Context: an optimization exercise on an open-source flow, tuned for small area and a short achievable clock period. The choices shown serve that exercise and are no tape-out recipe.
At most, simulation tests tie the RTL to the original design; equivalence was not proved.
No driver is modelled on the clock port, so clock power and skew are understated where the tree is cut down; a real chip needs a root buffer or a tree.

==> flow/design.v (excerpt) <==
module FIR
#(
parameter data_in = 16,
parameter no_tap = 10
)
(
    input i_clk,
    input signed [data_in-1:0] i_serial_in ,
    input i_data_wr,
    output signed [2*data_in-1:0] o_data_out ,
    output o_data_rdy,
    input i_reset
    );
For scale: about 760 cells after synthesis, ~52 I/O pins, ~8500 µm² of cells after synthesis.
clock: 10.0 ns
lec_check: 0
cap_margin: 20
core_margin: 2
core_utilization: 65
place_density: 0.75
slew_margin: 20
standard.sh (not shown) runs the stock make flow with config.mk's settings and CLKGATE_MAP_FILE= SYNTH_SCRIPT=/design/flow/synth_recipe.tcl, a recipe that flattens the netlist after the stock synthesis.
==> flow/flow/run.sh <==
#!/bin/bash
# The standard layout (standard.sh: ORFS from synthesis to the routed
# layout, with the standard synthesis unchanged), with these changes to how
# the layout is made:
#  - repair_timing is asked to leave 7 ns of setup slack instead of 0, so it
#    keeps sizing the critical paths below the 10 ns clock;
#  - the port buffers that buffer_ports inserts are buf_2;
#  - clock tree synthesis uses clkbuf_16 in clusters of up to 30 registers,
#    inserts no dummy loads, and (flow/pre_cts.tcl) drives the leaf buffers
#    straight from the root buffer, without the H-tree level between them.
# Each tool's full output goes to ORFS's logs under orfs/logs; make's own
# output goes to make_finish.log in this folder.
set -euo pipefail
bash standard.sh SETUP_SLACK_MARGIN=7.1 \
  "BUFFER_PORTS_ARGS=-buffer_cell sky130_fd_sc_hd__buf_2" \
  "CTS_ARGS=-sink_clustering_enable -repair_clock_nets -dont_use_dummy_load -buf_list sky130_fd_sc_hd__clkbuf_16 -sink_clustering_size 30 -sink_clustering_max_diameter 80" \
  "PRE_CTS_TCL=$PWD/flow/pre_cts.tcl" \
  finish > make_finish.log 2>&1
==> flow/flow/pre_cts.tcl <==
# Wraps clock_tree_synthesis. TritonCTS builds a root buffer, one or more
# H-tree levels and leaf buffers; this connects the leaf buffers straight to
# the root buffer's output and deletes the H-tree level buffers, so every
# register's clock passes through the same two buffers (root, leaf) and the
# whole tree has less delay. No register's clock is delayed.
rename clock_tree_synthesis my_cts_orig
proc clock_tree_synthesis {args} {
  my_cts_orig {*}$args
  set block [ord::get_db_block]
  set removed 0
  foreach inst [$block getInsts] {
    set name [$inst getName]
    if {![regexp {^clkbuf_[1-9][0-9]*_[0-9]+__f_} $name]} continue
    set in_net [[$inst findITerm A] getNet]
    set out_net [[$inst findITerm X] getNet]
    foreach it [$out_net getITerms] {
      if {[$it getInst] != $inst} { $it disconnect; $it connect $in_net }
    }
    odb::dbInst_destroy $inst
    odb::dbNet_destroy $out_net
    incr removed
  }
  puts "pre_cts.tcl: removed $removed H-tree level clock buffers"
}
The first run finished with timing, DRC and antenna clean.
Change:
--- a/flow/flow/run.sh
+++ b/flow/flow/run.sh
@@ -13,3 +13,3 @@
 set -euo pipefail
-bash standard.sh SETUP_SLACK_MARGIN=7.1 \
+bash standard.sh SETUP_SLACK_MARGIN=7 \
   "BUFFER_PORTS_ARGS=-buffer_cell sky130_fd_sc_hd__buf_2" \
=>
- count of clock-buffer cells in the layout does not change
- setup slack is worse by 0.0040 ns
- area after synthesis stays the same
- die area is unchanged
- register-to-register slack degrades by 0.02 ns
- via count is lower by 1.8%

Setup of the reference run:
Another version of the RTL of FIR (not shown whole).
For scale: ~760 cells after synthesis, ~240 flip-flops.
==> flow/design.v (excerpt) <==
module FIR
#(
parameter data_in = 16,
parameter no_tap = 10
)
(
    input i_clk,
    input signed [data_in-1:0] i_serial_in ,
    input i_data_wr,
    output signed [2*data_in-1:0] o_data_out ,
    output o_data_rdy,
    input i_reset
    );
    reg [15:0] r [0:8];
    reg [15:0] hold;
    reg [25:0] acc;          
    reg        c1, c2;
    reg [25:0] out;
    reg        rdy;
    reg        wr;           
    reg        ld;           
    reg  [3:0] lab;          
    reg  [3:0] k;            
    reg        e0;           
    reg        e1;           
    reg        repl;         
    reg        zap;          
    reg sA256, sA16, sAh, sAl, sB4n, sBh, sB1;
    integer i;
    wire       wr_n  = !i_reset && i_data_wr && !wr;
    wire [3:0] lab_p = lab + 4'd1 + {3'd0, wr};
    wire [3:0] lab_n = (lab_p >= 4'd9) ? lab_p - 4'd9 : lab_p;
    wire [3:0] k_n   = wr ? 4'd1 : (k == 4'd11 ? 4'd11 : k + 4'd1);
    wire       e0_n  = e0 && !wr;
    wire       e1_n  = wr ? e0 : e1;
    wire       rd_n  = (k_n != 4'd0) && (k_n <= 4'd9);    
    wire       rr_n  = rd_n && !e1_n;                      
    wire [3:0] age_n = (lab_n == 4'd0) ? 4'd9 : lab_n;     
    always @(posedge i_clk) begin
        wr   <= wr_n;
        ld   <= wr_n && !e0;
        rdy  <= !i_reset && wr;
        lab  <= i_reset ? 4'd0 : lab_n;
        k    <= k_n;
        e0   <= i_reset || e0_n;
        e1   <= i_reset || e1_n;
        repl <= (lab_n == 4'd0) && (k_n >= 4'd2) && (k_n <= 4'd10);
        zap  <= e1_n && (lab_n != 4'd0);
        sA256<= rr_n && (age_n == 4'd3 || age_n == 4'd5 || age_n == 4'd9);
        sB4n <= rr_n && (age_n == 4'd3 || age_n == 4'd4 || age_n == 4'd5 ||
                         age_n == 4'd6 || age_n == 4'd9);
        sA16 <= rr_n && (age_n == 4'd4 || age_n == 4'd6);
        sB1  <= rr_n && (age_n == 4'd7);
        sAl  <= rr_n && (age_n == 4'd2 || age_n == 4'd8);
        sAh  <= rd_n && !e0_n && (age_n == 4'd1);
        sBh  <= rd_n && !e0_n && (age_n == 4'd1);
    end
    always @(posedge i_clk) begin
        r[0] <= repl ? hold : (zap ? 16'd0 : r[8]);
        for (i = 1; i < 9; i = i + 1) r[i] <= r[i-1];
        if (wr) hold <= i_serial_in;
    end
    wire [15:0] x  = r[8];
    wire [15:0] fx = {~x[15], x[14:0]};                
    wire [15:0] gx = {x[15], ~x[14:0]};                
    wire [15:0] fl = {~r[7][15], r[7][14:0]};
  ...
==> flow/config.mk <==
export PLATFORM = sky130hd
export DESIGN_NAME = FIR
export DESIGN_NICKNAME = FIR
export VERILOG_FILES = /design/flow/design.v
export SDC_FILE = /design/flow/constraint.sdc
export NUM_CORES = 4
export LEC_CHECK = 0
export CAP_MARGIN = 20
export CORE_MARGIN = 2
export CORE_UTILIZATION = 65
export PLACE_DENSITY = 0.75
export SLEW_MARGIN = 20
==> flow/constraint.sdc <==
create_clock -name core_clock -period 10.0 [get_ports {i_clk}]
set_input_delay 2.0000 -clock core_clock [delete_from_list [all_inputs] [get_ports {i_clk}]]
set_output_delay 2.0000 -clock core_clock [all_outputs]
set_load 0.01 [all_outputs]
==> flow/flow/run.sh <==
#!/bin/bash
# Standard ORFS layout (the standard.sh), with repair_timing asked to
# leave more setup slack than the default so it keeps improving the paths.
set -euo pipefail
bash standard.sh SETUP_SLACK_MARGIN=7 "BUFFER_PORTS_ARGS=-buffer_cell sky130_fd_sc_hd__buf_2" "CTS_ARGS=-sink_clustering_enable -repair_clock_nets -dont_use_dummy_load -buf_list sky130_fd_sc_hd__clkbuf_16 -sink_clustering_size 30 -sink_clustering_max_diameter 80" finish > make_finish.log 2>&1
What the trial run does differently from the reference run at the input level:
Settings: CORE_UTILIZATION now 75, was 65; PLACE_DENSITY now 0.85, was 0.75.
### Flow results
- The higher relative area change from synthesis to final layout of the trial run and the reference run is in the trial run.
- Comparing the trial run against the reference run, there is no change at all in number of nets in the synthesized netlist.
- Comparing the trial run and the reference run, the higher minimum clock period is on the trial run.
- Relative to the reference run, highest attainable clock frequency has gone down in the trial run.
- Compared with the reference run, in the trial run final cell count shrank by 22, layout filler cell count shrank by 50%, final-layout clock buffer total shrank by 1, via total after detailed routing grew by 760, total half-perimeter wirelength after legalization and detailed placement grew by 1400 um.
No run of this note included a check of the RTL's function; only the layout flow was run.

==> static timing again, ports no longer ideal <==
No port has a modelled driver above. Below, the same layouts with a new extraction and two added sets of constraints. Step 1, drivers: a clkbuf_16 drives i_clk and a buf_2 each remaining input, both assumed. Step 2 adds t to the input delays and takes it off the output delays; t is the mean of the earliest and latest rising clock arrival at the registers after step 1. Input paths then give back, and output paths get back, about the clock's delay inside the block. Slacks: ideal / step 1 / step 2; pairs: ideal / step 1.
| run | shift t [ns] | slack for setup (ns) | latest minus earliest clock arrival (ns) |
|---|---|---|---|
| the first run of note 1 | 0.415 | 7.049 / 7.007 / 7.060 | 0.057 / 0.057 |
| the second run of note 1 | 0.429 | 7.045 / 7.009 / 7.045 | 0.038 / 0.038 |
| the reference run | 0.486 | 6.926 / 6.926 / 6.926 | 0.053 / 0.052 |
| the trial run | 0.504 | 6.553 / 6.553 / 6.553 | 0.023 / 0.024 |
After both steps every run listed still meets setup and hold.
